From an optimization exercise on the open Yosys and OpenROAD flow, aimed at small area, a short achievable clock period and few clock cycles; shortcuts taken in it are not production practice.
At most, simulation tests tie the RTL to the original design; equivalence was not proved.
The RTL of runs 1 to 5 was laid out without a check of its function.
Power and IR drop assume default switching activity.

==> flow/config.mk <==
export PLATFORM = sky130hd
export DESIGN_NAME = tqvp_CORDIC
export DESIGN_NICKNAME = tqvp_CORDIC
export VERILOG_FILES = /design/flow/design.v
export SDC_FILE = /design/flow/constraint.sdc
export NUM_CORES = 4
export LEC_CHECK = 0
export ABC_AREA = 1
export CAP_MARGIN = 20
export CORE_MARGIN = 2
export CORE_UTILIZATION = 60
export SETUP_SLACK_MARGIN = 5
export SLEW_MARGIN = 20
export TNS_END_PERCENT = 100
==> flow/constraint.sdc <==
create_clock -name core_clock -period 12.0 [get_ports {clk}]
set_input_delay 2.4000 -clock core_clock [delete_from_list [all_inputs] [get_ports {clk}]]
set_output_delay 2.4000 -clock core_clock [all_outputs]
set_load 0.01 [all_outputs]
==> flow/design.v <==
module CORDIC_angles_ROM_comb (
    input  wire [3:0]  which_angle,
    input  wire        hyp,
    output wire [15:0] angle_out
);
    wire [3:0]  i = which_angle;
    wire [15:0] tbl =
        (i == 4'd0) ? 16'b0011001001000100 :                                    
        (i == 4'd1) ? (hyp ? 16'b0010001100101000 : 16'b0001110110101100) :     
        (i == 4'd2) ? (hyp ? 16'b0001000001011001 : 16'b0000111110101110) :     
        (i == 4'd3) ? (hyp ? 16'b0000100000001011 : 16'b0000011111110101) :     
                      (hyp ? 16'b0000010000000001 : 16'b0000001111111111);      
    wire [3:0]  p = 4'd14 - i;
    assign angle_out = (i < 4'd5) ? tbl : (16'd1 << p);
endmodule
module CORDIC_iteration (
    input  [15:0] x, y, z,
    input  [15:0] x_s, y_s,
    input  [15:0] delta_z,
    input         sigma,      
    input         hyp,
    output [15:0] next_x, next_y, next_z
);
    wire sub_x = sigma ^ hyp;
    bk_add16 ax (.a(x), .b(y_s ^ {16{sub_x}}),  .ci(sub_x),  .s(next_x));
    bk_add16 ay (.a(y), .b(x_s ^ {16{~sigma}}), .ci(~sigma), .s(next_y));
    bk_add16 az (.a(z), .b(delta_z ^ {16{sigma}}), .ci(sigma), .s(next_z));
endmodule
module bk_add16 (
    input  [15:0] a, b,
    input         ci,
    output [15:0] s
);
    wire [15:0] p = a ^ b;
    wire [15:0] g0 = a & b;
    wire [15:0] g = {g0[15:1], g0[0] | (p[0] & ci)};
    wire g10 = g[1] | p[1] & g[0],     p10 = p[1] & p[0];
    wire g32 = g[3] | p[3] & g[2],     p32 = p[3] & p[2];
    wire g54 = g[5] | p[5] & g[4],     p54 = p[5] & p[4];
    wire g76 = g[7] | p[7] & g[6],     p76 = p[7] & p[6];
    wire g98 = g[9] | p[9] & g[8],     p98 = p[9] & p[8];
    wire gba = g[11] | p[11] & g[10],  pba = p[11] & p[10];
    wire gdc = g[13] | p[13] & g[12],  pdc = p[13] & p[12];
    wire g30 = g32 | p32 & g10,        p30 = p32 & p10;
    wire g74 = g76 | p76 & g54,        p74 = p76 & p54;
    wire gb8 = gba | pba & g98,        pb8 = pba & p98;
    wire g70 = g74 | p74 & g30;
    wire [14:0] c;
    assign c[0]  = g[0];
    assign c[1]  = g10;
    assign c[3]  = g30;
    assign c[7]  = g70;
    assign c[11] = gb8 | pb8 & c[7];
    assign c[5]  = g54 | p54 & c[3];
    assign c[9]  = g98 | p98 & c[7];
    assign c[13] = gdc | pdc & c[11];
    assign c[2]  = g[2] | p[2] & c[1];
    assign c[4]  = g[4] | p[4] & c[3];
    assign c[6]  = g[6] | p[6] & c[5];
    assign c[8]  = g[8] | p[8] & c[7];
    assign c[10] = g[10] | p[10] & c[9];
    assign c[12] = g[12] | p[12] & c[11];
    assign c[14] = g[14] | p[14] & c[13];
    assign s = p ^ {c, ci};
endmodule
module CORDIC (
    input             clk,
    input             rst_n,
    input             start,
    input      [1:0]  mode_in,
    input             rot_in,
    input      [4:0]  s,
    input      [15:0] A,
    input      [15:0] B,
    output     [15:0] out1,
    output     [15:0] out2,
    output     [1:0]  status,
    output            zero_out,
    output reg        done
);
    localparam signed [15:0] K_INV_Q = 16'sd9949;
    localparam signed [15:0] K_HYP   = 16'b0100110101001000;
    reg  [1:0] mode;
    reg        rot;
    reg        busy, fin;
    reg  [3:0] cnt;
    reg  [3:0] k;
    reg  signed [15:0] x, y, z;
    wire lin  = (mode == 2'b01);
    wire hyp  = (mode == 2'b10);
    wire circ = (mode == 2'b00);
    reg        rep;
    wire [3:0] sh = cnt;
    function [3:0] msb_abs;
        input [15:0] v;
        reg [15:0] u, c;
        reg t;
        integer i;
        begin
            u = v ^ {16{v[15]}};
            t = v[15];
            for (i = 0; i < 16; i = i + 1) begin
                c[i] = u[i] | t;
                t = t & u[i];
            end
            msb_abs = 4'd0;
            for (i = 0; i < 16; i = i + 1)
                if (c[i]) msb_abs = i[3:0];
        end
    endfunction
    wire [3:0] msb_v = msb_abs(busy ? A : B);
    wire [4:0] k_mul = ({1'b0, msb_v} > s) ? ({1'b0, msb_v} - s) : 5'd0;
    wire [3:0] k_new = rot_in ? k_mul[3:0] : msb_v;
    wire [3:0] k_div = (k > msb_v) ? (k - msb_v) : 4'd0;
    reg pre, pre1;    
    function [15:0] rev16;
        input [15:0] v;
        integer i;
        begin
            for (i = 0; i < 16; i = i + 1) rev16[i] = v[15 - i];
        end
    endfunction
    wire signed [15:0] x_s = x >>> sh;
    wire        [15:0] ysh_in = busy ? y : rev16(y);
    wire        [31:0] ysh_ext = {{16{busy & y[15]}}, ysh_in} >> cnt;
    wire        [15:0] y_s = ysh_ext[15:0];
    wire [15:0] ang;
    CORDIC_angles_ROM_comb angles_rom (.which_angle(sh), .hyp(hyp), .angle_out(ang));
    wire [3:0] kk  = rot ? 4'd0 : k;
    wire [5:0] e   = {1'b0, s} + {2'b0, kk} - {2'b0, sh};
    wire [15:0] alpha = (({1'b0, sh} <= s) && (e < 6'd16)) ? (16'd1 << e[3:0]) : 16'd0;
    wire [15:0] dz = lin ? alpha : ang;
    wire sigma = rot ? ~z[15] : y[15];
    wire [15:0] nx, ny, nz;
    CORDIC_iteration iter_stage (
        .x(x), .y(y), .z(z), .x_s(x_s), .y_s(y_s), .delta_z(dz),
        .sigma(sigma), .hyp(hyp),
        .next_x(nx), .next_y(ny), .next_z(nz)
    );
    wire last = ~pre & (cnt == 4'd11);
    always @(posedge clk) begin
        if (!rst_n) begin
            busy <= 1'b0;
            fin  <= 1'b0;
            done <= 1'b0;
        end else begin
            done <= busy & last;
            if (start) begin
                busy <= 1'b1;
                fin  <= 1'b0;
            end else if (busy & last) begin
                busy <= 1'b0;
                fin  <= 1'b1;
            end
        end
    end
    always @(posedge clk) begin
        if (start) begin
            mode <= mode_in;
            rot  <= rot_in;
            k    <= k_new;
            cnt  <= (mode_in == 2'b01) ? k_new :
                    (mode_in == 2'b10) ? 4'd1 : 4'd0;
            pre  <= (mode_in == 2'b01);
            pre1 <= (mode_in == 2'b01) & ~rot_in;
            rep  <= 1'b0;
            x <= (rot_in && mode_in != 2'b01) ?
                     ((mode_in == 2'b10) ? K_HYP : K_INV_Q) : A;
            y <= (rot_in && mode_in != 2'b01) ? 16'd0 : B;
            z <= rot_in ? A : 16'd0;
        end else if (busy) begin
            if (pre1) begin
                pre1 <= 1'b0;
                k    <= k_div;
                cnt  <= k_div;
            end else if (pre) begin
                pre <= 1'b0;
                cnt <= 4'd0;
                y <= rot ? 16'd0 : y_s;
                if (rot) z <= y_s;
            end else begin
                if (last)
                    cnt <= k;
                else if (hyp && cnt == 4'd4 && !rep)
                    rep <= 1'b1;
                else
                    cnt <= cnt + 4'd1;
                if (!lin) x <= nx;
                y <= ny;
                z <= nz;
            end
        end
    end
    assign out1   = lin ? (rot ? rev16(y_s) : z) : x;
    assign out2   = (rot ^ lin) ? y : z;
    assign status = {fin, busy};
    assign zero_out = (mode == 2'b11);
endmodule
`default_nettype none
module tqvp_CORDIC (
    input         clk,
    input         rst_n,
    input  [7:0]  ui_in,
    output [7:0]  uo_out,
    input [5:0]   address,
    input [31:0]  data_in,
    input [1:0]   data_write_n,
    input [1:0]   data_read_n,
    output [31:0] data_out,
    output        data_ready,
    output        user_interrupt
);
    reg  [15:0] A, B;
    reg  [4:0]  shift;
    wire [15:0] out1, out2;
    wire [1:0]  status;
    wire        done;
    wire        zero_out;    
    wire wr    = (data_write_n != 2'b11);
    wire wr_hi = (data_write_n[1] != data_write_n[0]);
    wire start = wr && (address == 6'h0) && data_in[0];
    always @(posedge clk) begin
        if (!rst_n) begin
            A     <= 16'd0;
            B     <= 16'd0;
            shift <= 5'd11;
        end else begin
            if (address == 6'h1 && wr)    A[7:0]  <= data_in[7:0];
            if (address == 6'h1 && wr_hi) A[15:8] <= data_in[15:8];
            if (address == 6'h2 && wr)    B[7:0]  <= data_in[7:0];
            if (address == 6'h2 && wr_hi) B[15:8] <= data_in[15:8];
            if (address == 6'h3 && wr)    shift   <= data_in[4:0];
        end
    end
    CORDIC cordic_module (
        .clk(clk), .rst_n(rst_n),
        .start(start), .mode_in(data_in[2:1]), .rot_in(data_in[3]),
        .s(shift), .A(A), .B(B),
        .out1(out1), .out2(out2), .status(status), .zero_out(zero_out), .done(done)
    );
    wire hi0   = (address[5:3] == 3'b000);
    wire sel0  = hi0 & (address[2:0] == 3'b000);
    wire sel45 = hi0 & (address[2:1] == 2'b10) & ~zero_out;
    wire sel6  = hi0 & (address[2:0] == 3'b110);
    wire [15:0] out12 = address[0] ? out2 : out1;
    assign data_out = ({32{sel0}} & 32'hbadcaffe) |
                      {16'b0, {16{sel45}} & out12} |
                      {30'b0, {2{sel6}} & status};
    assign data_ready     = 1'b1;
    assign user_interrupt = done;
    assign uo_out         = {6'b0, status};
    wire _unused = &{data_read_n, ui_in, data_in[31:16], 1'b0};
endmodule
==> flow/flow/run.sh <==
#!/bin/bash
set -euo pipefail
bash standard.sh SETUP_SLACK_MARGIN=6 finish > flow_make.log 2>&1
==> flow/standard.sh <==
#!/bin/bash
# synth_recipe.tcl (not shown) runs the flow's synth.tcl, then flattens the netlist and writes it again
# the make line also repeats each setting of config.mk as NAME=value (left out here)
make -C /OpenROAD-flow-scripts/flow DESIGN_CONFIG=/design/flow/config.mk WORK_HOME=/design/flow/orfs CLKGATE_MAP_FILE= SYNTH_SCRIPT=/design/flow/synth_recipe.tcl "${@:-finish}"
==> results of run 1 <==
-- flip-flops by register name, indices dropped and copies added, names as in the netlist --
name and flops:
A 16, cordic_module.rep 1, cordic_module.pre1 1, cordic_module.rot 1
B 16, shift 5, cordic_module.done 1, cordic_module.cnt 4
cordic_module.z 16, cordic_module.y 16, cordic_module.x 16, cordic_module.mode 2
cordic_module.k 4, cordic_module.pre 1, cordic_module.fin 1, cordic_module.busy 1
-- per-layer routing --
layer | vias up | GRT usage, %
met3 | 165 | 10.2
met5 | - | 0
met2 | 885 | 61.0
li1 | 5368 | -
met1 | 5330 | 57.5
met4 | 0 | 20.8
-- cells by family after synthesis --
family          count (synthesis)
mux                             4
simple gates                  584
compound gates                419
other cells                     2
buf+inv                       298
fa+ha+maj                     101
flops                         102
xor+xnor                       78
-- synthesized netlist by cell type, drive strengths merged, types with 13 or more instances --
| cell type | instances |
|---|---|
| a221oi | 15 |
| ha | 71 |
| dfxtp | 41 |
| o21ai | 219 |
| o211ai | 13 |
| a21oi | 94 |
| edfxtp | 61 |
| clkbuf | 47 |
| nand2 | 385 |
| buf | 42 |
| fa | 30 |
| nor3 | 26 |
| nand3 | 54 |
| nor2 | 101 |
| o221ai | 18 |
| inv | 203 |
| xnor2 | 17 |
| o22ai | 15 |
| xor2 | 61 |
-- worst paths after layout --
kind	to	slack [ns]
worst min-delay path	cordic_module.rep$_SDFFE_PP0P_	0.46
worst min register to register	cordic_module.rep$_SDFFE_PP0P_	0.46
worst max register to register	cordic_module.z[15]$_DFFE_PP_	6.12
worst max-delay path	data_out[4]	5.86
-- power by group through the flow --
| stage | Combinational (mW) | Clock (mW) | Sequential, mW |
|---|---|---|---|
| global route | 0.134 | 0.325 | 0.374 |
| finish | 0.122 | 0.314 | 0.374 |
| detailed placement | 0.107 | 0 | 0.383 |
| global placement | 0.105 | 0 | 0.382 |
| CTS | 0.116 | 0.314 | 0.374 |
| floorplan | 0.0758 | 0 | 0.381 |
-- cell type report --
type / instances / area, um2 / share of cell area, %
clock inverter: 7 / 87.6 / 0.705
sequential: 102 / 2660 / 21.4
antenna: 1 / 2.50 / 0.0201
inverter: 209 / 807 / 6.49
clock buffer: 9 / 225 / 1.81
tap: 229 / 287 / 2.30
multi-input combinational: 1199 / 7320 / 58.9
timing repair buffer: 108 / 1050 / 8.43
-- worst max-delay path, cell delays in order --
cell	delay [ns]
clkdlybuf4s15_1	0.22
nor2_4	0.14
inv_2	0.06
nor3_4	0.20
buf_6	0.14
clkinvlp_4	0.17
buf_8	0.20
o21ai_1	0.07
buf_2	0.14
-- timing repair --
item,in CTS,in global routing
pin swaps,22,16
gates cloned,4,0
gates resized for setup,148,35
setup endpoints to repair,38,28
setup buffers,27,5
==> results by group, run 1 <==
Critical path
  • Worst path required time: 9.60 ns
  • CP Capture Type: output pin
  • Reg-to-Reg Start: cordic_module.rot$_DFFE_PP_
  • CP Class: in -> out
  • Kind of start point of the critical path: input port
  • Reg2reg path depth: 31
  • WP data arrival: 3.74 ns
  • Largest fanout on the critical path: 7
  • Worst Setup SP: address[2]

GRT
  • GRT Overall Usage: 41.6%
  • Largest net degree at the start of global routing: 38
  • Vias in the first global route: 11000
  • Total gr overflow: 0
  • Initial antenna violation count: 0
  • First-pass GRT wire length: 62400 um

Power
  • Sw frac: 27.7%
  • Pwr Total: 0.811 mW
  • Logic pwr share: 15.1%
  • NetSw: 0.225 mW
  • Clk pwr share: 38.8%
  • Leakage: 5.67 nW
  • Internal: 0.586 mW
  • VDD IR max: 61.7 uV
  • Register share of total power: 46.2%
  • Power per standard cell area: 65.2 nW/um2

Clock tree
  • Num Clock Sinks: 102
  • Clk buf depth: 2
  • Clk Latency, worst-skew pair: 0.35 ns
  • H-tree Lvls: 3
  • Total CTS buffers: 9
  • CTS root buf: clkbuf_16
  • Post-CTS Hold Buffers: 0
  • CTS tree: yes
  • Worst-path clk slew: 0.08 ns

Final layout
  • Final nets: 1782
  • Most frequent cells in the layout: nand2_1, inv_1, o21ai_0
  • Post-layout util: 69.2%
  • Commonest non-fill, non-tap cell in the layout: nand2_1
  • P&R area growth vs syn: 13.3%
  • Final Cell Area: 12400 um2
  • FILL cells: 1556
  • Share of cells above drive strength 1: 9.85%
  • Final Instance Count excl. Fillers: 1864

Drt
  • Wirelength, routed: 40800 um
  • Met3 wire len: 5800 um
  • Initial drt markers: 1564
  • Drt drc: 0
  • DRT met1 WL: 15700 um
  • Routed len/inst: 21.9 um
  • Post-DRT Antenna Nets: 0
  • Drt pass-1 iters: 7
  • Routed vias: 11700
  • Met2 WL: 16700 um
  • Via density: 6.30
  • Top Layer Used: met4

Yosys
  • Simple-gate share of the synthesized area: 22.4%
  • Largest area contributor in the netlist: edfxtp_1
  • #FFs+latches synth: 102
  • Synth Area in Adders: 13.6%
  • Area fraction in compound gates after synthesis: 21.8%
  • XOR/XNOR share of the synthesized area: 6.23%
  • Synth warn: 2
  • Top cells by area, synth: edfxtp_1, nand2_1, o21ai_0, ha_1, dfxtp_1
  • Top_reg_cell synth: edfxtp_1
  • Post-synth EDFFs: 61
  • Mux contribution to synthesized area: 0.365%
  • Synth cell types: 58
  • Sequential area share after synthesis: 24.2%
  • Ys async rst share: 0%
  • Post-Synthesis Cells: 1588
  • Largest family of logic cells by synthesized area: simple AND/OR/NAND/NOR gates
  • Mean Syn Cell Area: 6.91 um2
  • Area share of the largest cell type after synthesis: 16.7%
  • Post-Syn Area: 11000 um2

STA
  • Setup TNS: 0 ns
  • Slew headroom: 23.8%
  • Clock Skews: 0.00851 ns
  • Crit share post-route: 51.1%
  • RSZ-0062 raised after global routing: yes
  • Final hold slack: 0.461 ns
  • Worst-margin pin slew: 1.13 ns
  • Final number of hold-violating endpoints: 0
  • Fmax: 0.163 GHz
  • Post-route setup slack: 5.86 ns
  • Final Setup Violations: 0
  • Final Max Slew Viols: 0
  • Minimum clock period: 6.14 ns

Placed design
  • Routability Congestion: 1.03
  • Post-DP HPWL: 29900 um
  • PortBufs: 54
  • Placed inst area: 11500 um2
  • Placed Cells: 1811
  • Post-place setup slack: 4.83 ns

Worst hold path
  • Worst hold path startpoint: cordic_module.rep$_SDFFE_PP0P_
  • Worst Hold Path Cells: 2
  • Worst hold path type: reg -> reg

Die
  • Die Wd: 139 um
  • CORE AREA: 18000 um2
  • Num rows: 49
  • Die area: 19400 um2
  • I/O pins: 94
  • DIE HEIGHT: 139 um
  • Initial Util: 61.1%

Run status
  • Outcome: finished clean

Job
  • MaxCap Viol Count: 0
==> run 2, diff against run 1 <==
--- a/flow/design.v
+++ b/flow/design.v
@@ -72,10 +72,10 @@
     input      [4:0]  s,
     input      [15:0] A,
     input      [15:0] B,
-    output     [15:0] out1,
-    output     [15:0] out2,
+    input             rd4,       
+    input             rd5,       
+    output     [15:0] rdata,     
     output     [1:0]  status,
-    output            zero_out,
     output reg        done
 );
     localparam signed [15:0] K_INV_Q = 16'sd9949;
@@ -191,10 +191,16 @@
             end
         end
     end
-    assign out1   = lin ? (rot ? rev16(y_s) : z) : x;
-    assign out2   = (rot ^ lin) ? y : z;
+    wire m3   = (mode == 2'b11);
+    wire r4   = rd4 & ~m3;
+    wire r5   = rd5 & ~m3;
+    wire s_x  = r4 & ~lin;
+    wire s_yl = r4 & lin & rot;
+    wire s_z  = (r4 & lin & ~rot) | (r5 & ~(rot ^ lin));
+    wire s_y  = r5 & (rot ^ lin);
+    assign rdata = ({16{s_x}} & x) | ({16{s_yl}} & rev16(y_s)) |
+                   ({16{s_z}} & z) | ({16{s_y}} & y);
     assign status = {fin, busy};
-    assign zero_out = (mode == 2'b11);
 endmodule
 `default_nettype none
 module tqvp_CORDIC (
@@ -212,10 +218,9 @@
 );
     reg  [15:0] A, B;
     reg  [4:0]  shift;
-    wire [15:0] out1, out2;
+    wire [15:0] rdata;
     wire [1:0]  status;
     wire        done;
-    wire        zero_out;    
     wire wr    = (data_write_n != 2'b11);
     wire wr_hi = (data_write_n[1] != data_write_n[0]);
     wire start = wr && (address == 6'h0) && data_in[0];
@@ -236,15 +241,15 @@
         .clk(clk), .rst_n(rst_n),
         .start(start), .mode_in(data_in[2:1]), .rot_in(data_in[3]),
         .s(shift), .A(A), .B(B),
-        .out1(out1), .out2(out2), .status(status), .zero_out(zero_out), .done(done)
+        .rd4(sel4), .rd5(sel5), .rdata(rdata), .status(status), .done(done)
     );
-    wire hi0   = (address[5:3] == 3'b000);
-    wire sel0  = hi0 & (address[2:0] == 3'b000);
-    wire sel45 = hi0 & (address[2:1] == 2'b10) & ~zero_out;
-    wire sel6  = hi0 & (address[2:0] == 3'b110);
-    wire [15:0] out12 = address[0] ? out2 : out1;
+    wire hi0  = (address[5:3] == 3'b000);
+    wire sel0 = hi0 & (address[2:0] == 3'b000);
+    wire sel4 = hi0 & (address[2:0] == 3'b100);
+    wire sel5 = hi0 & (address[2:0] == 3'b101);
+    wire sel6 = hi0 & (address[2:0] == 3'b110);
     assign data_out = ({32{sel0}} & 32'hbadcaffe) |
-                      {16'b0, {16{sel45}} & out12} |
+                      {16'b0, rdata} |
                       {30'b0, {2{sel6}} & status};
     assign data_ready     = 1'b1;
     assign user_interrupt = done;
==> run 2 against run 1 <==
  * Still clean on timing, DRC and antenna
  * Cell count is 3.5% lower
  * Global-route usage down 2.9 points
  * Area after synthesis shrank 1.6%
  * Register-to-register slack about the same
  * Flip-flop and latch count did not move
  * First-iteration DRC count shrank 4.0%
  * Total power down 3.2%
  * Maximum frequency is 3.1% lower
  * Largest cell class unchanged
==> results by group, run 2 <==
STA
  • RSZ-0062 raised after global routing: yes
  • Minimum clock period: 6.33 ns
  • Fmax: 0.158 GHz
  • Setup TNS: 0 ns
  • Crit share post-route: 52.8%
  • Final Setup Violations: 0
  • Worst-margin pin slew: 1.15 ns
  • Final Max Slew Viols: 0
  • Clock Skews: 0.0142 ns
  • Final number of hold-violating endpoints: 0
  • Slew headroom: 22.8%

Yosys
  • Area fraction in compound gates after synthesis: 22.1%
  • Commonest cells in the netlist: nand2_1, o21ai_0, inv_1, a21oi_1, nor2_1
  • Largest family of logic cells by synthesized area: compound AO/OA/AOI/OAI gates
  • Top cells by area, synth: edfxtp_1, nand2_1, o21ai_0, ha_1, dfxtp_1
  • Top_reg_cell synth: edfxtp_1
  • Simple-gate share of the synthesized area: 20.7%
  • Synth cell types: 61
  • Mux contribution to synthesized area: 0.557%
  • #FFs+latches synth: 102
  • Synth Area in Adders: 13.8%
  • Area share of the largest cell type after synthesis: 17.0%
  • Sequential area share after synthesis: 24.6%
  • Ys async rst share: 0%
  • Post-Syn Area: 10800 um2
  • Cell with the most instances after synthesis: nand2_1
  • Mean Syn Cell Area: 7.08 um2
  • XOR/XNOR share of the synthesized area: 6.63%
  • Synth warn: 2
  • Post-synth EDFFs: 61
  • Largest area contributor in the netlist: edfxtp_1
  • Post-Synthesis Cells: 1524

Power
  • VDD IR max: 77.1 uV
  • Power per standard cell area: 64.0 nW/um2
  • Leakage: 5.51 nW
  • Pwr Total: 0.785 mW

Critical path
  • Reg2reg end: cordic_module.z[15]$_DFFE_PP_
  • Reg-to-Reg Start: cordic_module.rot$_DFFE_PP_
  • Reg2reg path depth: 32
  • Worst Setup SP: address[5]
  • WP data arrival: 3.93 ns
  • Worst path required time: 9.60 ns
  • Kind of start point of the critical path: input port
  • Largest fanout on the critical path: 6
  • Critical Path Sink: data_out[14]
  • CP Capture Type: output pin
  • CP Class: in -> out
  • R2R setup slack: 6.13 ns

GRT
  • Initial antenna violation count: 0
  • GRT Overall Usage: 38.7%
  • Vias in the first global route: 10300
  • Total gr overflow: 0
  • First-pass GRT wire length: 57500 um
  • Largest net degree at the start of global routing: 54

Die
  • Die area: 19100 um2
  • Initial Util: 60.7%
  • I/O pins: 94
  • DIE HEIGHT: 138 um
  • Die Wd: 138 um
  • CORE AREA: 17800 um2
  • Num rows: 49

Clock tree
  • Num Clock Sinks: 102
  • Clk buf depth: 2
  • H-tree Lvls: 3
  • Worst-path clk slew: 0.07 ns
  • Clk Latency, worst-skew pair: 0.37 ns
  • CTS root buf: clkbuf_16
  • Total CTS buffers: 9
  • CTS tree: yes

Final layout
  • N_diodes: 0
  • Final nets: 1718
  • Commonest non-fill, non-tap cell in the layout: nand2_1
  • P&R area growth vs syn: 13.7%
  • Most frequent cells in the layout: nand2_1, o21ai_0, inv_1
  • Share of cells above drive strength 1: 12.9%

Drt
  • Met2 WL: 16500 um
  • Top Layer Used: met4
  • DRT met1 WL: 15200 um
  • Post-DRT Antenna Nets: 0
  • Via density: 6.18
  • Initial drt markers: 1501
  • Routed len/inst: 21.1 um
  • Routed vias: 11100
  • Wirelength, routed: 38000 um
  • Met3 wire len: 4490 um
  • Drt pass-1 iters: 7
  • Drt drc: 0

Placed design
  • PortBufs: 54
  • Post-DP HPWL: 28300 um
  • Routability Congestion: 1.06

Worst hold path
  • Worst hold path type: reg -> reg

Job
  • MaxCap Viol Count: 0

Run status
  • Outcome: finished clean
-- run 2: cells by family after synthesis --
kind of cell	after synthesis
flip-flops	102
adder cells (fa/ha/maj)	101
buffers and inverters	292
other	2
XOR/XNOR	80
AND/OR/NAND/NOR	530
AO/OA/AOI/OAI	411
multiplexers	6
-- run 2: repair_timing --
action                                  in CTS  in global routing
pin swaps                                   25                 26
buffers inserted                            20                 12
hold buffers                                 0                  0
cloned                                       3                  0
hold endpoints to repair                     0                  0
gates resized for setup                    192                 31
endpoints found under the setup margin      36                 34
-- run 2: layout make-up --
type | instances | area, um2
Clock buffer | 9 | 225
Clock inverter | 7 | 65.1
Fill cell | 1593 | 5510
Inverter | 207 | 813
Multi-Input combinational cell | 1141 | 7310
Sequential cell | 102 | 2660
Tap cell | 229 | 287
Timing Repair Buffer | 104 | 913
-- run 2: power breakdown --
| part | internal, mW | switching, mW |
|---|---|---|
| registers | 0.372 | 0.00206 |
| logic | 0.0427 | 0.0704 |
| clock network | 0.146 | 0.151 |
-- run 2: through the flow --
step                      instances  hold WS, ns  worst slack (ns)  cell area [um2]  util (%)
final                          1799        0.473              5.67            12300      69.0
after global routing           1799        0.500              5.65            12300      69.0
after CTS                      1787        0.478              5.77            12100      67.8
after detailed placement       1748        0.468              4.09            11300      63.7
after global placement         1748        0.447              4.13            11300      63.7
after floorplan                1535        0.436              5.99            10800         -
-- run 2: worst min path at each step --
stage	slack, ns	depth (start not counted)	endpoint	from
floorplan	0.44	2	cordic_module.rep$_SDFFE_PP0P_	cordic_module.rep$_SDFFE_PP0P_
global route	0.50	2	B[14]$_SDFFE_PN0P_	B[14]$_SDFFE_PN0P_
detailed placement	0.47	2	B[14]$_SDFFE_PN0P_	B[14]$_SDFFE_PN0P_
finish	0.47	2	B[14]$_SDFFE_PN0P_	B[14]$_SDFFE_PN0P_
CTS	0.48	2	B[14]$_SDFFE_PN0P_	B[14]$_SDFFE_PN0P_
global placement	0.45	2	cordic_module.rep$_SDFFE_PP0P_	cordic_module.rep$_SDFFE_PP0P_
-- run 2: critical path: stages --
cell	delay, ns
buf_6	0.09
nor3_4	0.17
inv_2	0.10
nor3_4	0.23
inv_2	0.11
nor2_4	0.19
inv_4	0.11
o211ai_1	0.32
buf_2	0.20
-- run 2: metal layers --
layer,up-vias,global-route usage [%]
met1,5078,52.4
met4,0,16.9
met2,730,60.0
met5,-,0
met3,162,8.56
li1,5148,-
==> run 3, diff against run 2 <==
--- a/flow/design.v
+++ b/flow/design.v
@@ -72,10 +72,13 @@
     input      [4:0]  s,
     input      [15:0] A,
     input      [15:0] B,
-    input             rd4,       
-    input             rd5,       
-    output     [15:0] rdata,     
+    input             a_wr,      
+    input             b_wr,      
+    input      [15:0] AB_next,   
+    output     [15:0] out1,
+    output     [15:0] out2,
     output     [1:0]  status,
+    output            zero_out,
     output reg        done
 );
     localparam signed [15:0] K_INV_Q = 16'sd9949;
@@ -108,11 +111,21 @@
                 if (c[i]) msb_abs = i[3:0];
         end
     endfunction
-    wire [3:0] msb_v = msb_abs(busy ? A : B);
-    wire [4:0] k_mul = ({1'b0, msb_v} > s) ? ({1'b0, msb_v} - s) : 5'd0;
-    wire [3:0] k_new = rot_in ? k_mul[3:0] : msb_v;
-    wire [3:0] k_div = (k > msb_v) ? (k - msb_v) : 4'd0;
-    reg pre, pre1;    
+    reg  [3:0] msb_a, msb_b;
+    wire [3:0] msb_w = msb_abs(AB_next);
+    always @(posedge clk) begin
+        if (!rst_n) begin
+            msb_a <= 4'd0;
+            msb_b <= 4'd0;
+        end else begin
+            if (a_wr) msb_a <= msb_w;
+            if (b_wr) msb_b <= msb_w;
+        end
+    end
+    wire [4:0] k_mul = ({1'b0, msb_b} > s) ? ({1'b0, msb_b} - s) : 5'd0;
+    wire [3:0] k_div = (msb_b > msb_a) ? (msb_b - msb_a) : 4'd0;
+    wire [3:0] k_new = rot_in ? k_mul[3:0] : k_div;
+    reg pre;
     function [15:0] rev16;
         input [15:0] v;
         integer i;
@@ -162,18 +175,13 @@
             cnt  <= (mode_in == 2'b01) ? k_new :
                     (mode_in == 2'b10) ? 4'd1 : 4'd0;
             pre  <= (mode_in == 2'b01);
-            pre1 <= (mode_in == 2'b01) & ~rot_in;
             rep  <= 1'b0;
             x <= (rot_in && mode_in != 2'b01) ?
                      ((mode_in == 2'b10) ? K_HYP : K_INV_Q) : A;
             y <= (rot_in && mode_in != 2'b01) ? 16'd0 : B;
             z <= rot_in ? A : 16'd0;
         end else if (busy) begin
-            if (pre1) begin
-                pre1 <= 1'b0;
-                k    <= k_div;
-                cnt  <= k_div;
-            end else if (pre) begin
+            if (pre) begin
                 pre <= 1'b0;
                 cnt <= 4'd0;
                 y <= rot ? 16'd0 : y_s;
@@ -191,16 +199,10 @@
             end
         end
     end
-    wire m3   = (mode == 2'b11);
-    wire r4   = rd4 & ~m3;
-    wire r5   = rd5 & ~m3;
-    wire s_x  = r4 & ~lin;
-    wire s_yl = r4 & lin & rot;
-    wire s_z  = (r4 & lin & ~rot) | (r5 & ~(rot ^ lin));
-    wire s_y  = r5 & (rot ^ lin);
-    assign rdata = ({16{s_x}} & x) | ({16{s_yl}} & rev16(y_s)) |
-                   ({16{s_z}} & z) | ({16{s_y}} & y);
+    assign out1   = lin ? (rot ? rev16(y_s) : z) : x;
+    assign out2   = (rot ^ lin) ? y : z;
     assign status = {fin, busy};
+    assign zero_out = (mode == 2'b11);
 endmodule
 `default_nettype none
 module tqvp_CORDIC (
@@ -218,38 +220,41 @@
 );
     reg  [15:0] A, B;
     reg  [4:0]  shift;
-    wire [15:0] rdata;
+    wire [15:0] out1, out2;
     wire [1:0]  status;
     wire        done;
+    wire        zero_out;    
     wire wr    = (data_write_n != 2'b11);
     wire wr_hi = (data_write_n[1] != data_write_n[0]);
     wire start = wr && (address == 6'h0) && data_in[0];
+    wire a_wr  = wr && (address == 6'h1);
+    wire b_wr  = wr && (address == 6'h2);
+    wire [15:0] AB_next = {wr_hi ? data_in[15:8] : (address[1] ? B[15:8] : A[15:8]),
+                           data_in[7:0]};
     always @(posedge clk) begin
         if (!rst_n) begin
             A     <= 16'd0;
             B     <= 16'd0;
             shift <= 5'd11;
         end else begin
-            if (address == 6'h1 && wr)    A[7:0]  <= data_in[7:0];
-            if (address == 6'h1 && wr_hi) A[15:8] <= data_in[15:8];
-            if (address == 6'h2 && wr)    B[7:0]  <= data_in[7:0];
-            if (address == 6'h2 && wr_hi) B[15:8] <= data_in[15:8];
+            if (a_wr)                     A       <= AB_next;
+            if (b_wr)                     B       <= AB_next;
             if (address == 6'h3 && wr)    shift   <= data_in[4:0];
         end
     end
     CORDIC cordic_module (
         .clk(clk), .rst_n(rst_n),
         .start(start), .mode_in(data_in[2:1]), .rot_in(data_in[3]),
-        .s(shift), .A(A), .B(B),
-        .rd4(sel4), .rd5(sel5), .rdata(rdata), .status(status), .done(done)
+        .s(shift), .A(A), .B(B), .a_wr(a_wr), .b_wr(b_wr), .AB_next(AB_next),
+        .out1(out1), .out2(out2), .status(status), .zero_out(zero_out), .done(done)
     );
-    wire hi0  = (address[5:3] == 3'b000);
-    wire sel0 = hi0 & (address[2:0] == 3'b000);
-    wire sel4 = hi0 & (address[2:0] == 3'b100);
-    wire sel5 = hi0 & (address[2:0] == 3'b101);
-    wire sel6 = hi0 & (address[2:0] == 3'b110);
+    wire hi0   = (address[5:3] == 3'b000);
+    wire sel0  = hi0 & (address[2:0] == 3'b000);
+    wire sel45 = hi0 & (address[2:1] == 2'b10) & ~zero_out;
+    wire sel6  = hi0 & (address[2:0] == 3'b110);
+    wire [15:0] out12 = address[0] ? out2 : out1;
     assign data_out = ({32{sel0}} & 32'hbadcaffe) |
-                      {16'b0, rdata} |
+                      {16'b0, {16{sel45}} & out12} |
                       {30'b0, {2{sel6}} & status};
     assign data_ready     = 1'b1;
     assign user_interrupt = done;
==> run 3 against run 2 <==
  * Combinational power rose by 26%
  * Sequential share of layout area is 1.3 points higher
  * Global-route usage is 0.69 points higher
  * Worst setup slack better by 0.22 ns
  * Worst hold slack gained 0.051 ns
  * Synthesized cell count grew 0.72%
  * Design area shrank 1.0%
  * Still clean
  * Flip-flop and latch count is 7 higher
  * Count of clock-buffer cells in the layout unchanged
  * Total power increased by 8.6%
  * Area after synthesis up 1.7%
  * Highest routed layer unchanged
  * Critical path type unchanged
==> results by group, run 3 <==
Yosys
  • Post-Syn Area: 11000 um2
  • Top cells by area, synth: edfxtp_1, nand2_1, dfxtp_1, o21ai_0, ha_1
  • Mean Syn Cell Area: 7.15 um2
  • Area fraction in compound gates after synthesis: 22.8%
  • Sequential area share after synthesis: 25.4%
  • Area share of the largest cell type after synthesis: 16.4%
  • Largest family of logic cells by synthesized area: compound AO/OA/AOI/OAI gates
  • Synth Area in Adders: 13.6%
  • Synth cell types: 56
  • Post-synth EDFFs: 60
  • Top_reg_cell synth: edfxtp_1
  • Mux contribution to synthesized area: 0.182%
  • Cell with the most instances after synthesis: nand2_1
  • Ys async rst share: 0%
  • #FFs+latches synth: 109
  • XOR/XNOR share of the synthesized area: 6.62%
  • Synth warn: 2
  • Commonest cells in the netlist: nand2_1, inv_1, o21ai_0, nor2_1, a21oi_1
  • Simple-gate share of the synthesized area: 20.2%
  • Largest area contributor in the netlist: edfxtp_1
  • Post-Synthesis Cells: 1535

Placed design
  • Routability Congestion: 1.07
  • PortBufs: 54
  • Placed Cells: 1754
  • Post-DP HPWL: 29600 um

Critical path
  • Worst path required time: 9.60 ns
  • Critical path's slowest cell: buf_6
  • WP buf/inv: 6
  • Reg2reg end: cordic_module.z[15]$_DFFE_PP_
  • CP top delay family: buffers and inverters
  • CP Capture Type: output pin
  • Slowest stage delay, CP: 0.17 ns
  • R2R setup slack: 6.23 ns
  • Kind of start point of the critical path: input port
  • Reg2reg path depth: 33
  • CP Class: in -> out
  • Crit path cell chain: buf_6 > nor2_2 > inv_1 > nor2_2 > nand4_1 > buf_6 > clkinvlp_4 > buf_12 > o211ai_1 > nand2_1 > buf_2
  • WP data arrival: 3.71 ns
  • Reg-to-Reg Start: cordic_module.rot$_DFFE_PP_
  • Largest fanout on the critical path: 7

Run status
  • Outcome: finished clean

Drt
  • Wirelength, routed: 38600 um
  • Via density: 6.25
  • Routed vias: 11200
  • Post-DRT Antenna Nets: 0
  • Drt drc: 0
  • Routed len/inst: 21.5 um
  • Initial drt markers: 1577
  • Drt pass-1 iters: 6

STA
  • Final Setup Violations: 0
  • Slew headroom: 28.8%
  • RSZ-0062 raised after global routing: yes
  • Fmax: 0.164 GHz
  • Minimum clock period: 6.11 ns
  • Final number of hold-violating endpoints: 0
  • Setup TNS: 0 ns
  • Clock Skews: 0.0123 ns
  • Worst-margin pin slew: 1.06 ns
  • Final Max Slew Viols: 0
  • Crit share post-route: 50.9%

Clock tree
  • Clk Latency, worst-skew pair: 0.37 ns
  • Num Clock Sinks: 109
  • Worst-path clk slew: 0.08 ns
  • H-tree Lvls: 3
  • Clk buf depth: 2
  • CTS root buf: clkbuf_16
  • CTS tree: yes
  • Total CTS buffers: 9

Power
  • VDD IR max: 97.6 uV
  • Power per standard cell area: 70.2 nW/um2
  • Pwr Total: 0.852 mW
  • Leakage: 5.52 nW

GRT
  • GRT Overall Usage: 39.4%
  • Vias in the first global route: 10200
  • Total gr overflow: 0
  • Initial antenna violation count: 0
  • Largest net degree at the start of global routing: 46
  • First-pass GRT wire length: 58900 um

Job
  • MaxCap Viol Count: 0

Final layout
  • N_diodes: 0
  • Final nets: 1715
  • Commonest non-fill, non-tap cell in the layout: nand2_1
  • Final Instance Count excl. Fillers: 1796
  • P&R area growth vs syn: 10.6%
  • FILL cells: 1612
  • Share of cells above drive strength 1: 9.89%
  • Most frequent cells in the layout: nand2_1, inv_1, o21ai_0

Die
  • Initial Util: 61.1%
  • Die area: 19400 um2
  • DIE HEIGHT: 139 um
  • Num rows: 49
  • Die Wd: 139 um
  • I/O pins: 94
  • CORE AREA: 18000 um2

Worst hold path
  • Worst-case hold path end point: cordic_module.rep$_SDFFE_PP0P_
  • Worst hold path startpoint: cordic_module.rep$_SDFFE_PP0P_
  • Worst hold path type: reg -> reg
  • Worst Hold Path Cells: 2
-- run 3: how the worst max path moves through the flow --
stage | to | start | depth (start not counted) | slack, ns
2_1_floorplan | data_out[10] | address[4] | 10 | 6.02
3_3_place_gp | data_out[4] | address[1] | 7 | 4.34
3_5_place_dp | data_out[4] | address[1] | 7 | 4.34
4_1_cts | data_out[9] | address[5] | 13 | 5.81
5_1_grt | data_out[4] | address[4] | 11 | 5.78
6_report | data_out[1] | address[4] | 11 | 5.89
-- run 3: layout make-up --
cell class / count / area, um2 / area share (%)
sequential: 109 / 2780 / 22.9
inverter: 203 / 781 / 6.43
clock buffer: 9 / 225 / 1.85
multi-input combinational: 1142 / 7100 / 58.4
timing repair buffer: 97 / 896 / 7.38
clock inverter: 7 / 75.1 / 0.618
tap: 229 / 287 / 2.36
-- run 3: per-stage QoR --
stage / utilization [%] / instance area, um2 / hold slack, ns / setup slack, ns
after floorplan: - / 11000 / 0.453 / 6.02
after global placement: 64.1 / 11500 / 0.467 / 4.34
after detailed placement: 64.1 / 11500 / 0.475 / 4.34
after CTS: 66.7 / 12000 / 0.507 / 5.81
after global routing: 67.6 / 12100 / 0.572 / 5.78
final: 67.6 / 12100 / 0.524 / 5.89
-- run 3: cells by family (layout without fill, tap and decap cells) --
group,count (synthesis),count (layout)
AO/OA/AOI/OAI,420,420
AND/OR/NAND/NOR,523,523
other,2,13
buffers and inverters,295,316
adder cells (fa/ha/maj),101,101
flip-flops,109,109
multiplexers,2,2
XOR/XNOR,83,83
-- run 3: repair_timing --
| item | 4_1_cts | 5_1_grt |
|---|---|---|
| cloned | 1 | 0 |
| endpoints found under the setup margin | 27 | 31 |
| pin swaps | 6 | 9 |
| hold buffers | 0 | 0 |
| gates resized for setup | 141 | 44 |
| setup buffers | 22 | 3 |
-- run 3: report_power, final --
part           total (mW)  internal, mW  switching [mW]
Sequential          0.398         0.395         0.00302
Clock               0.312         0.150           0.162
Combinational       0.142        0.0511          0.0914
Total               0.852         0.596           0.256
-- run 3: worst min-delay path, cell delays in order, from the launching register on --
cell and delay [ns]:
dfxtp_1 0.35, a21oi_1 0.05, nor2_1 0.09
-- run 3: per-layer routing --
| metal | global-route usage, % | vias to the layer above | wire, um |
|---|---|---|---|
| li1 | - | 5192 | - |
| met1 | 53.5 | 5180 | 15300 |
| met2 | 60.5 | 706 | 16700 |
| met3 | 7.05 | 141 | 4160 |
| met4 | 20.1 | 0 | 2440 |
| met5 | 0 | - | 0 |
==> run 4, diff against run 3 <==
--- a/flow/design.v
+++ b/flow/design.v
@@ -143,10 +143,14 @@
     wire [5:0] e   = {1'b0, s} + {2'b0, kk} - {2'b0, sh};
     wire [15:0] alpha = (({1'b0, sh} <= s) && (e < 6'd16)) ? (16'd1 << e[3:0]) : 16'd0;
     wire [15:0] dz = lin ? alpha : ang;
+    wire iter  = busy & ~pre;
+    wire [15:0] x_sg = x_s & {16{iter}};
+    wire [15:0] y_sg = y_s & {16{iter & ~lin}};     
+    wire [15:0] dz_g = dz & {16{iter}};
     wire sigma = rot ? ~z[15] : y[15];
     wire [15:0] nx, ny, nz;
     CORDIC_iteration iter_stage (
-        .x(x), .y(y), .z(z), .x_s(x_s), .y_s(y_s), .delta_z(dz),
+        .x(x), .y(y), .z(z), .x_s(x_sg), .y_s(y_sg), .delta_z(dz_g),
         .sigma(sigma), .hyp(hyp),
         .next_x(nx), .next_y(ny), .next_z(nz)
     );
@@ -176,16 +180,10 @@
                     (mode_in == 2'b10) ? 4'd1 : 4'd0;
             pre  <= (mode_in == 2'b01);
             rep  <= 1'b0;
-            x <= (rot_in && mode_in != 2'b01) ?
-                     ((mode_in == 2'b10) ? K_HYP : K_INV_Q) : A;
-            y <= (rot_in && mode_in != 2'b01) ? 16'd0 : B;
-            z <= rot_in ? A : 16'd0;
         end else if (busy) begin
             if (pre) begin
                 pre <= 1'b0;
                 cnt <= 4'd0;
-                y <= rot ? 16'd0 : y_s;
-                if (rot) z <= y_s;
             end else begin
                 if (last)
                     cnt <= k;
@@ -193,10 +191,23 @@
                     rep <= 1'b1;
                 else
                     cnt <= cnt + 4'd1;
-                if (!lin) x <= nx;
-                y <= ny;
-                z <= nz;
             end
+        end
+    end
+    always @(posedge clk) begin
+        if (start) begin
+            x <= (rot_in && mode_in != 2'b01) ?
+                     ((mode_in == 2'b10) ? K_HYP : K_INV_Q) : A;
+            y <= (rot_in && mode_in != 2'b01) ? 16'd0 : B;
+            z <= rot_in ? A : 16'd0;
+        end else if (busy & pre) begin
+            x <= nx;
+            y <= rot ? 16'd0 : y_s;
+            z <= rot ? y_s : nz;
+        end else begin
+            x <= nx;
+            y <= ny;
+            z <= nz;
         end
     end
     assign out1   = lin ? (rot ? rev16(y_s) : z) : x;
==> run 4 against run 3 <==
  * Largest cell class unchanged
  * Still clean
  * Combinational power rose to 10 times the previous value
  * Maximum frequency fell by 2.9%
  * Global-route usage rose by 0.062 points
  * Via count rose by 1.6%
  * Critical endpoint is now data_out[11]
==> results by group, run 4 <==
GRT
  • Total gr overflow: 0
  • Initial antenna violation count: 0
  • Largest net degree at the start of global routing: 46
  • Vias in the first global route: 10100
  • GRT Overall Usage: 39.5%
  • First-pass GRT wire length: 56100 um

Die
  • Die area: 18900 um2
  • DIE HEIGHT: 137 um
  • I/O pins: 94
  • Num rows: 48
  • Initial Util: 61.5%
  • CORE AREA: 17400 um2
  • Die Wd: 137 um

Yosys
  • Post-synth EDFFs: 12
  • Area share of the largest cell type after synthesis: 18.2%
  • Largest area contributor in the netlist: dfxtp_1
  • Post-Syn Area: 10700 um2
  • Mean Syn Cell Area: 6.72 um2
  • Ys async rst share: 0%
  • Commonest cells in the netlist: nand2_1, o21ai_0, inv_1, a21oi_1, dfxtp_1
  • Synth warn: 2
  • Synth cell types: 50
  • Sequential area share after synthesis: 21.6%
  • #FFs+latches synth: 109
  • Cell with the most instances after synthesis: nand2_1
  • Post-Synthesis Cells: 1588
  • Top cells by area, synth: dfxtp_1, nand2_1, o21ai_0, ha_1, inv_1
  • Top_reg_cell synth: dfxtp_1

Final layout
  • FILL cells: 1540
  • P&R area growth vs syn: 13.3%
  • Commonest non-fill, non-tap cell in the layout: nand2_1
  • Final Instance Count excl. Fillers: 1862
  • Post-layout util: 69.7%
  • Most frequent cells in the layout: nand2_1, o21ai_0, inv_1
  • N_diodes: 0
  • Final nets: 1785
  • Share of cells above drive strength 1: 9.84%

Drt
  • Post-DRT Antenna Nets: 0
  • Routed vias: 11400
  • Via density: 6.12
  • Drt drc: 0
  • Routed len/inst: 20.0 um
  • Initial drt markers: 1472
  • Wirelength, routed: 37300 um
  • Drt pass-1 iters: 5

Critical path
  • CP Class: in -> out
  • Worst path required time: 9.60 ns
  • Kind of start point of the critical path: input port
  • CP Capture Type: output pin
  • WP data arrival: 3.89 ns
  • Largest fanout on the critical path: 6
  • Reg2reg path depth: 30

STA
  • Final Setup Violations: 0
  • RSZ-0062 raised after global routing: yes
  • Clock Skews: 0.0145 ns
  • Crit share post-route: 52.4%
  • Final number of hold-violating endpoints: 0
  • Worst-margin pin slew: 0.984 ns
  • Final Max Slew Viols: 0
  • Setup TNS: 0 ns
  • Fmax: 0.159 GHz
  • Minimum clock period: 6.29 ns
  • Post-route setup slack: 5.71 ns
  • Slew headroom: 33.7%

Clock tree
  • Num Clock Sinks: 109
  • Clk Latency, worst-skew pair: 0.36 ns
  • Post-CTS Hold Buffers: 0
  • Worst-path clk slew: 0.07 ns
  • CTS root buf: clkbuf_16
  • H-tree Lvls: 3
  • CTS tree: yes
  • Total CTS buffers: 9
  • Clk buf depth: 2

Power
  • Leakage: 5.61 nW
  • VDD IR max: 123 uV
  • Power per standard cell area: 195 nW/um2

Job
  • MaxCap Viol Count: 0

Placed design
  • Routability Congestion: 1.01
  • Post-place setup slack: 4.31 ns
  • Post-DP HPWL: 28300 um
  • PortBufs: 54
  • Placed Cells: 1803

Worst hold path
  • Worst Hold Path Cells: 2
  • Worst hold path type: reg -> reg

Run status
  • Outcome: finished clean
run 4: cell families after synthesis:
logic type | count (synthesis) | synth area share, %
simple gates | 514 | 20.1
buf+inv | 311 | 12.0
compound gates | 459 | 24.7
fa+ha+maj | 101 | 13.9
mux | 7 | 0.656
flops | 109 | 21.6
xor+xnor | 85 | 6.97
other cells | 2 | 0.0703
run 4: layout make-up:
| class | instances | area, um2 | share of cell area, % |
|---|---|---|---|
| clock buffers | 10 | 229 | 1.89 |
| clock inverters | 6 | 62.6 | 0.517 |
| inverters | 216 | 828 | 6.85 |
| multi-input cells | 1179 | 7290 | 60.2 |
| flip-flops and latches | 109 | 2300 | 19.0 |
| well taps | 225 | 282 | 2.33 |
| repair buffers | 117 | 1110 | 9.14 |
run 4: what timing repair did:
item / CTS / global route
setup endpoints to repair: 30 / 32
gates resized for setup: 167 / 32
setup buffers: 23 / 19
pin swaps: 8 / 12
gates cloned: 1 / 0
run 4: layer usage:
| metal | share of wire, % | GRT usage [%] |
|---|---|---|
| met1 | 41 | 54.0 |
| met2 | 44 | 61.8 |
| met3 | 11 | 7.51 |
| met4 | 4.3 | 15.0 |
| met5 | 0 | 0 |
run 4: metrics by stage:
stage	power (mW)	area (um2)	hold slack (ns)
3_5_place_dp	1.97	11300	0.486
5_1_grt	2.55	12100	0.518
2_1_floorplan	1.61	10700	0.429
6_report	2.36	12100	0.505
3_3_place_gp	1.95	11300	0.466
4_1_cts	2.30	11900	0.504
run 4: path summary, 6_finish.rpt:
check,startpoint,to,slack [ns]
worst min register to register,cordic_module.rep$_SDFFE_PP0P_,cordic_module.rep$_SDFFE_PP0P_,0.51
worst max-delay path,address[3],data_out[11],5.71
worst max register to register,cordic_module.rot$_DFFE_PP_,cordic_module.z[15]$_DFF_P_,6.30
worst min-delay path,cordic_module.rep$_SDFFE_PP0P_,cordic_module.rep$_SDFFE_PP0P_,0.51
run 4: power breakdown:
group	switching, mW	internal, mW	leakage, nW
registers	0.105	0.478	0.910
clock network	0.154	0.147	0.143
logic	0.839	0.634	4.55
run 4: critical path, cell delays in order:
cell             delay [ns]
clkdlybuf4s15_1        0.20
nor2_4                 0.14
inv_2                  0.05
nor2_2                 0.09
inv_2                  0.06
nor3_4                 0.21
clkinvlp_4             0.25
buf_6                  0.19
buf_6                  0.12
nand2_1                0.05
buf_2                  0.12
==> run 5, diff against run 4 <==
==> flow/flow/run.sh (replaced) <==
#!/bin/bash
set -euo pipefail
bash standard.sh SETUP_SLACK_MARGIN=5.5 finish > flow_make.log 2>&1
==> run 5 against run 4 <==
  * Still clean
  * Via count shrank 0.77%
  * Utilization shrank 2.6 points
  * Flip-flop and latch count is the same
  * First-iteration DRC count decreased by 12%
  * Clock power up 3%
  * Count of clock-buffer cells in the layout is 1 lower
  * Routed wire length is 0.64% higher
  * Design area down 3.7%
  * Area after synthesis unchanged
  * Highest routed layer unchanged
==> results by group, run 5 <==
Yosys
  • Post-Synthesis Cells: 1588
  • Commonest cells in the netlist: nand2_1, o21ai_0, inv_1, a21oi_1, dfxtp_1
  • Largest area contributor in the netlist: dfxtp_1
  • #FFs+latches synth: 109
  • Ys async rst share: 0%
  • Post-Syn Area: 10700 um2
  • Area share of the largest cell type after synthesis: 18.2%
  • Sequential area share after synthesis: 21.6%
  • Cell with the most instances after synthesis: nand2_1
  • Post-synth EDFFs: 12
  • Mean Syn Cell Area: 6.72 um2
  • Top cells by area, synth: dfxtp_1, nand2_1, o21ai_0, ha_1, inv_1
  • Synth cell types: 50
  • Top_reg_cell synth: dfxtp_1
  • Synth warn: 2

Final layout
  • Final Cell Area: 11700 um2
  • Final nets: 1755
  • N_diodes: 0
  • P&R area growth vs syn: 9.16%
  • Multi-input gate area: 7210 um2
  • Share of cells above drive strength 1: 6.22%
  • Register area: 2300 um2
  • Commonest non-fill, non-tap cell in the layout: nand2_1
  • Most frequent cells in the layout: nand2_1, o21ai_0, inv_1
  • FILL cells: 1610

STA
  • Setup TNS: 0 ns
  • Worst-margin pin slew: 1.10 ns
  • Clock Skews: 0.00785 ns
  • Final number of hold-violating endpoints: 0
  • Crit share post-route: 54.1%
  • Fmax: 0.154 GHz
  • Minimum clock period: 6.49 ns
  • Slew headroom: 26.3%
  • RSZ-0062 raised after global routing: yes
  • Final Max Slew Viols: 0
  • Post-route setup slack: 5.51 ns
  • Final Setup Violations: 0

Critical path
  • Crit path cell chain: clkdlybuf4s50_1 > nand4_1 > inv_4 > a32o_1 > clkdlybuf4s50_1
  • Reg-to-Reg Start: cordic_module.cnt[3]$_DFFE_PP_
  • R2R setup slack: 5.95 ns
  • Slowest stage delay, CP: 0.55 ns
  • CP Capture Type: output pin
  • Critical path depth: 5
  • Largest fanout on the critical path: 3
  • Reg2reg path depth: 23
  • Worst path required time: 9.60 ns
  • Worst Setup SP: address[2]
  • Reg2reg end: cordic_module.x[15]$_DFF_P_
  • CP Class: in -> out
  • Critical Path Sink: data_out[0]
  • Worst path most repeated cell: clkdlybuf4s50_1
  • Kind of start point of the critical path: input port
  • WP buf/inv: 3
  • Critical path's slowest cell: clkdlybuf4s50_1
  • CP top delay family: buffers and inverters
  • WP data arrival: 4.09 ns

GRT
  • Initial antenna violation count: 0
  • Largest net degree at the start of global routing: 46
  • First-pass GRT wire length: 57100 um
  • Met1 Usage GRT: 53.7%
  • Grt met2 use: 61.8%
  • Total gr overflow: 0
  • Vias in the first global route: 10200
  • GRT Overall Usage: 40.1%
  • GR Util met3: 9.86%
  • Gr busiest metal: met2

Clock tree
  • CTS root buf: clkbuf_16
  • H-tree Lvls: 3
  • Clk Latency, worst-skew pair: 0.36 ns
  • Worst-path clk slew: 0.08 ns
  • CTS tree: yes
  • Total CTS buffers: 9
  • Clk buf depth: 2
  • Post-CTS Hold Buffers: 0
  • Num Clock Sinks: 109

Die
  • Initial Util: 61.5%
  • I/O pins: 94
  • CORE AREA: 17400 um2
  • Num rows: 48
  • Die Wd: 137 um
  • DIE HEIGHT: 137 um
  • Die area: 18900 um2

Power
  • Power per standard cell area: 208 nW/um2
  • Leakage: 5.44 nW
  • VDD IR max: 163 uV

Job
  • MaxCap Viol Count: 0

Drt
  • Routed vias: 11300
  • Post-DRT Antenna Nets: 0
  • Wirelength, routed: 37500 um
  • Routed len/inst: 20.5 um
  • Via density: 6.18
  • Initial drt markers: 1289
  • Drt drc: 0
  • Drt pass-1 iters: 6

Run status
  • Outcome: finished clean

Placed design
  • Post-place setup slack: 4.05 ns
  • Post-DP HPWL: 29200 um
  • Placed inst area: 11200 um2
  • Routability Congestion: 1.05
  • PortBufs: 54

Worst hold path
  • Worst hold path type: reg -> reg
-- run 5: logic make-up (layout without fill, tap and decap cells) --
logic type / Yosys count / in the layout / synth area share (%)
buffers and inverters: 311 / 319 / 12.0
AND/OR/NAND/NOR: 514 / 514 / 20.1
flip-flops: 109 / 109 / 21.6
adder cells (fa/ha/maj): 101 / 101 / 13.9
other: 2 / 13 / 0.0703
multiplexers: 7 / 7 / 0.656
XOR/XNOR: 85 / 85 / 6.97
AO/OA/AOI/OAI: 459 / 459 / 24.7
-- run 5: routing by layer --
layer | up-vias | wire length, um
met5 | - | 0
met3 | 116 | 4810
li1 | 5291 | -
met4 | 0 | 1540
met2 | 725 | 16200
met1 | 5184 | 15000
-- run 5: stage by stage --
stage	hold WS [ns]	total power [mW]	cells	util (%)
after floorplan	0.429	1.61	1599	-
after global placement	0.457	2.00	1797	64.5
after detailed placement	0.456	2.03	1797	64.5
after CTS	0.476	2.35	1828	67.2
after global routing	0.489	2.59	1832	67.1
final	0.476	2.42	1832	67.1
-- run 5: repair_timing --
| item | CTS | global route |
|---|---|---|
| setup buffers | 14 | 4 |
| setup endpoints to repair | 26 | 19 |
| pin swaps | 6 | 5 |
| endpoints found under the hold margin | 0 | 0 |
| gates resized for setup | 72 | 19 |
| gates cloned | 1 | 0 |
-- run 5: where the power goes --
group / total [mW] / leakage [nW] / internal, mW / switching, mW
logic: 1.51 / 4.38 / 0.628 / 0.879
clock network: 0.309 / 0.151 / 0.150 / 0.160
registers: 0.603 / 0.910 / 0.478 / 0.126
-- run 5: final cells by class --
type	count	area share [%]
Clock buffer	9	1.93
Multi-Input combinational cell	1179	61.9
Sequential cell	109	19.8
Timing Repair inverter	1	0.0644
Inverter	216	7.05
Clock inverter	7	0.655
Timing Repair Buffer	86	6.27
Tap cell	225	2.42
-- run 5: worst min path at each step --
stage / from / to / depth (start not counted) / slack (ns)
after floorplan: B[0]$_SDFFE_PN0P_ / cordic_module.y[0]$_DFF_P_ / 2 / 0.43
after global placement: B[3]$_SDFFE_PN0P_ / cordic_module.y[3]$_DFF_P_ / 1 / 0.46
after detailed placement: B[2]$_SDFFE_PN0P_ / cordic_module.y[2]$_DFF_P_ / 1 / 0.46
after CTS: B[2]$_SDFFE_PN0P_ / cordic_module.y[2]$_DFF_P_ / 1 / 0.48
after global routing: B[2]$_SDFFE_PN0P_ / cordic_module.y[2]$_DFF_P_ / 1 / 0.49
final: B[2]$_SDFFE_PN0P_ / cordic_module.y[2]$_DFF_P_ / 1 / 0.48
-- run 5: worst reg2reg max path, stage by stage (launching register included) --
cell and delay, ns:
edfxtp_1 0.37, buf_4 0.23, nor2_1 0.83, inv_1 0.42, a21oi_1 0.21, o21ai_0 0.10
o211ai_1 0.31, nand2_1 0.20, nand2_1 0.11, o21ai_0 0.13, fa_1 0.50, inv_1 0.08
a31oi_1 0.18, inv_1 0.14, a221o_1 0.19, a31oi_1 0.14, o21ai_0 0.37, a31oi_1 0.21
fa_1 0.47, xnor2_1 0.14, xor2_1 0.18, nand3b_1 0.22, nand3_1 0.12, o21ai_0 0.08
==> run 6, diff against run 5 <==
--- a/flow/design.v
+++ b/flow/design.v
@@ -1,6 +1,9 @@
 module CORDIC_angles_ROM_comb (
     input  wire [3:0]  which_angle,
     input  wire        hyp,
+    input  wire        lin,
+    input  wire [3:0]  e,
+    input  wire        a_en,
     output wire [15:0] angle_out
 );
     wire [3:0]  i = which_angle;
@@ -10,8 +13,10 @@
         (i == 4'd2) ? (hyp ? 16'b0001000001011001 : 16'b0000111110101110) :     
         (i == 4'd3) ? (hyp ? 16'b0000100000001011 : 16'b0000011111110101) :     
                       (hyp ? 16'b0000010000000001 : 16'b0000001111111111);      
-    wire [3:0]  p = 4'd14 - i;
-    assign angle_out = (i < 4'd5) ? tbl : (16'd1 << p);
+    wire [3:0]  p   = lin ? e : (4'd14 - i);
+    wire        en  = lin ? a_en : 1'b1;
+    wire [15:0] dec = en ? (16'd1 << p) : 16'd0;
+    assign angle_out = (!lin && i < 4'd5) ? tbl : dec;
 endmodule
 module CORDIC_iteration (
     input  [15:0] x, y, z,
@@ -122,9 +127,8 @@
             if (b_wr) msb_b <= msb_w;
         end
     end
-    wire [4:0] k_mul = ({1'b0, msb_b} > s) ? ({1'b0, msb_b} - s) : 5'd0;
-    wire [3:0] k_div = (msb_b > msb_a) ? (msb_b - msb_a) : 4'd0;
-    wire [3:0] k_new = rot_in ? k_mul[3:0] : k_div;
+    wire [5:0] k_d   = {2'b0, msb_b} - (rot_in ? {1'b0, s} : {2'b0, msb_a});
+    wire [3:0] k_new = k_d[5] ? 4'd0 : k_d[3:0];
     reg pre;
     function [15:0] rev16;
         input [15:0] v;
@@ -137,12 +141,14 @@
     wire        [15:0] ysh_in = busy ? y : rev16(y);
     wire        [31:0] ysh_ext = {{16{busy & y[15]}}, ysh_in} >> cnt;
     wire        [15:0] y_s = ysh_ext[15:0];
-    wire [15:0] ang;
-    CORDIC_angles_ROM_comb angles_rom (.which_angle(sh), .hyp(hyp), .angle_out(ang));
+    wire [15:0] dz;
     wire [3:0] kk  = rot ? 4'd0 : k;
     wire [5:0] e   = {1'b0, s} + {2'b0, kk} - {2'b0, sh};
-    wire [15:0] alpha = (({1'b0, sh} <= s) && (e < 6'd16)) ? (16'd1 << e[3:0]) : 16'd0;
-    wire [15:0] dz = lin ? alpha : ang;
+    wire        a_en = ({1'b0, sh} <= s) && (e < 6'd16);
+    CORDIC_angles_ROM_comb angles_rom (
+        .which_angle(sh), .hyp(hyp), .lin(lin), .e(e[3:0]), .a_en(a_en),
+        .angle_out(dz)
+    );
     wire iter  = busy & ~pre;
     wire [15:0] x_sg = x_s & {16{iter}};
     wire [15:0] y_sg = y_s & {16{iter & ~lin}};     
==> flow/flow/run.sh (replaced) <==
#!/bin/bash
set -euo pipefail
bash standard.sh SETUP_SLACK_MARGIN=6.5 finish > flow_make.log 2>&1
==> run 6 against run 5 <==
  * Still clean on timing, DRC and antenna
  * Maximum frequency is 5.0% higher
  * Global-route usage is 0.87 points higher
  * Die area is 2.5% lower
  * Combinational power is 4% lower
  * Total power is 2.2% lower
  * Register-to-register slack better by 0.58 ns
  * Sequential share of layout area is 0.64 points lower
  * Clock power is 6% higher
  * Cell count is 0.33% higher
  * Utilization is 3.2 points higher
  * Area after synthesis is 2.6% lower
  * Largest power group unchanged
==> results by group, run 6 <==
Yosys
  • Top cells by area, synth: dfxtp_1, nand2_1, o21ai_0, ha_1, inv_1
  • #FFs+latches synth: 109
  • Cell with the most instances after synthesis: nand2_1
  • Ys async rst share: 0%
  • Synth cell types: 54
  • Mean Syn Cell Area: 6.71 um2
  • Post-Synthesis Cells: 1551
  • Area share of the largest cell type after synthesis: 18.7%
  • Commonest cells in the netlist: nand2_1, o21ai_0, inv_1, dfxtp_1, nor2_1
  • Post-synth EDFFs: 12
  • Largest area contributor in the netlist: dfxtp_1
  • Synth warn: 2
  • Sequential area share after synthesis: 22.1%
  • Top_reg_cell synth: dfxtp_1
  • Post-Syn Area: 10400 um2

Drt
  • Routed len/inst: 20.7 um
  • Wirelength, routed: 38000 um
  • Initial drt markers: 1565
  • Via density: 6.14
  • Drt drc: 0
  • Post-DRT Antenna Nets: 0
  • Drt pass-1 iters: 6
  • Routed vias: 11300

GRT
  • Largest net degree at the start of global routing: 42
  • Initial antenna violation count: 0
  • Total gr overflow: 0
  • Vias in the first global route: 10200
  • First-pass GRT wire length: 56800 um
  • GRT Overall Usage: 40.9%

Worst hold path
  • Worst hold path startpoint: cordic_module.x[0]$_DFF_P_
  • Worst hold path type: reg -> reg

Placed design
  • Post-place setup slack: 4.52 ns
  • Placed Cells: 1760
  • Routability Congestion: 1.05
  • PortBufs: 54
  • Post-DP HPWL: 27300 um
  • Placed inst area: 11000 um2

Die
  • Die area: 18400 um2
  • CORE AREA: 17100 um2
  • I/O pins: 94
  • Num rows: 48
  • DIE HEIGHT: 136 um
  • Die Wd: 136 um
  • Initial Util: 60.8%

Clock tree
  • Worst-path clk slew: 0.09 ns
  • Clk Latency, worst-skew pair: 0.37 ns
  • Num Clock Sinks: 109
  • H-tree Lvls: 3
  • CTS tree: yes
  • Total CTS buffers: 9
  • Clk buf depth: 2
  • Post-CTS Hold Buffers: 0
  • CTS root buf: clkbuf_16

Final layout
  • N_diodes: 0
  • Post-layout util: 70.4%
  • Register area: 2300 um2
  • P&R area growth vs syn: 15.8%
  • Commonest non-fill, non-tap cell in the layout: nand2_1
  • Most frequent cells in the layout: nand2_1, o21ai_0, inv_1
  • Multi-input gate area: 7100 um2
  • Final nets: 1753
  • FILL cells: 1546
  • Final Cell Area: 12000 um2
  • Final Instance Count excl. Fillers: 1838
  • Share of cells above drive strength 1: 11.8%

Critical path
  • CP Class: in -> out
  • Worst path most repeated cell: buf_6
  • WP data arrival: 3.78 ns
  • Slowest stage delay, CP: 0.23 ns
  • CP Capture Type: output pin
  • Critical path's slowest cell: nor3_4
  • Reg-to-Reg Start: cordic_module.rot$_DFFE_PP_
  • Worst Setup SP: address[5]
  • Crit path cell chain: buf_6 > nor2_4 > inv_2 > nor2_2 > inv_1 > nor2_1 > inv_2 > nor3_4 > buf_6 > inv_8 > buf_6 > o21ai_2 > buf_2
  • Kind of start point of the critical path: input port
  • Largest fanout on the critical path: 6
  • Worst path required time: 9.60 ns

Run status
  • Outcome: finished clean

STA
  • Crit share post-route: 51.5%
  • Slew headroom: 46.5%
  • Setup TNS: 0 ns
  • Post-route setup slack: 5.82 ns
  • Minimum clock period: 6.18 ns
  • Final Max Slew Viols: 0
  • Fmax: 0.162 GHz
  • Clock Skews: 0.0148 ns
  • Final Setup Violations: 0
  • RSZ-0062 raised after global routing: yes
  • Final number of hold-violating endpoints: 0
  • Worst-margin pin slew: 0.796 ns

Job
  • MaxCap Viol Count: 0

Power
  • VDD IR max: 154 uV
  • Leakage: 5.53 nW
  • Power per standard cell area: 196 nW/um2
## run 6: cells by family (layout without fill, tap and decap cells)
| family | Yosys count | after routing | share of synthesized area (%) |
|---|---|---|---|
| XOR/XNOR | 83 | 83 | 7.06 |
| multiplexers | 7 | 7 | 0.674 |
| adder cells (fa/ha/maj) | 93 | 93 | 13.3 |
| other | 2 | 13 | 0.0722 |
| flip-flops | 109 | 109 | 22.1 |
| AND/OR/NAND/NOR | 505 | 505 | 20.1 |
| AO/OA/AOI/OAI | 452 | 452 | 24.8 |
| buffers and inverters | 300 | 351 | 11.9 |
## run 6: routing by layer
layer  vias to the layer above  GRT usage, %  wire length [um]
li1                       5227             -                 -
met5                         -             0                 0
met1                      5177          53.4             14700
met4                         0          17.8              2170
met2                       720          63.2             16200
met3                       169          11.8              4870
## run 6: repair_timing
action | CTS | global route
endpoints found under the setup margin | 73 | 76
resized for setup | 198 | 33
pin swaps | 10 | 12
cloned | 5 | 1
setup buffers | 42 | 13
## run 6: worst max-delay path, delay by kind of cell
kind	cells	cell delay, ns
buffers and inverters	8	0.77
AND/OR/NAND/NOR	4	0.54
AO/OA/AOI/OAI	1	0.06
## run 6: report_power, final
group / internal, mW / switching, mW
registers: 0.478 / 0.110
clock network: 0.167 / 0.160
logic: 0.625 / 0.826
## run 6: final timing paths
check / endpoint / slack, ns / cells past startpoint
worst max-delay path: data_out[15] / 5.82 / 13
worst min register to register: cordic_module.x[0]$_DFF_P_ / 0.51 / 2
worst min-delay path: cordic_module.x[0]$_DFF_P_ / 0.51 / 2
worst max register to register: cordic_module.z[15]$_DFF_P_ / 6.53 / 35
## run 6: cell type report
type,instances,area share (%)
inverter,209,6.96
sequential,109,19.1
clock inverter,6,0.685
timing repair inverter,5,0.312
multi-input combinational,1153,58.9
tap,225,2.34
clock buffer,10,1.90
timing repair buffer,121,9.77
## run 6: per-stage QoR
| stage | power, mW | hold WS (ns) |
|---|---|---|
| 3_3_place_gp | 1.92 | 0.464 |
| 5_1_grt | 2.55 | 0.533 |
| 4_1_cts | 2.30 | 0.498 |
| 6_report | 2.37 | 0.507 |
| 3_5_place_dp | 1.96 | 0.485 |
| 2_1_floorplan | 1.61 | 0.423 |
Testbench counts of run 6, summed over its fixed seeds: cycles 29,352.

[port drivers added, routing unchanged]
Ports are ideal in the flow. The routed layouts listed here were re-timed in OpenROAD.
Step 1 assumes that a clkbuf_16 drives the clock port and a buf_2 every other input.
Step 2 also shifts input and output timing later by t, the mid clock arrival at the registers, as if the neighbouring blocks saw the same clock.
Slacks: ideal ports / drivers / drivers and shift; pairs: ideal ports / drivers.
run | t, ns | slack for setup (ns) | latest minus earliest clock arrival (ns) | worst slew at a driven data input, ns
run 1 | 0.391 | 5.863 / 5.830 / 5.830 | 0.009 / 0.010 | 0.04
run 2 | 0.406 | 5.669 / 5.638 / 5.638 | 0.015 / 0.014 | 0.04
run 3 | 0.412 | 5.893 / 5.862 / 5.862 | 0.013 / 0.013 | 0.05
run 4 | 0.403 | 5.708 / 5.686 / 5.686 | 0.015 / 0.015 | 0.04
run 5 | 0.401 | 5.511 / 5.485 / 5.485 | 0.008 / 0.008 | 0.03
run 6 | 0.403 | 5.818 / 5.788 / 5.788 | 0.015 / 0.015 | 0.04
After both steps every run listed still meets setup and hold. For run 1, which loses most, drivers alone change the setup slack by -0.033 ns; drivers and shift together by -0.033 ns.
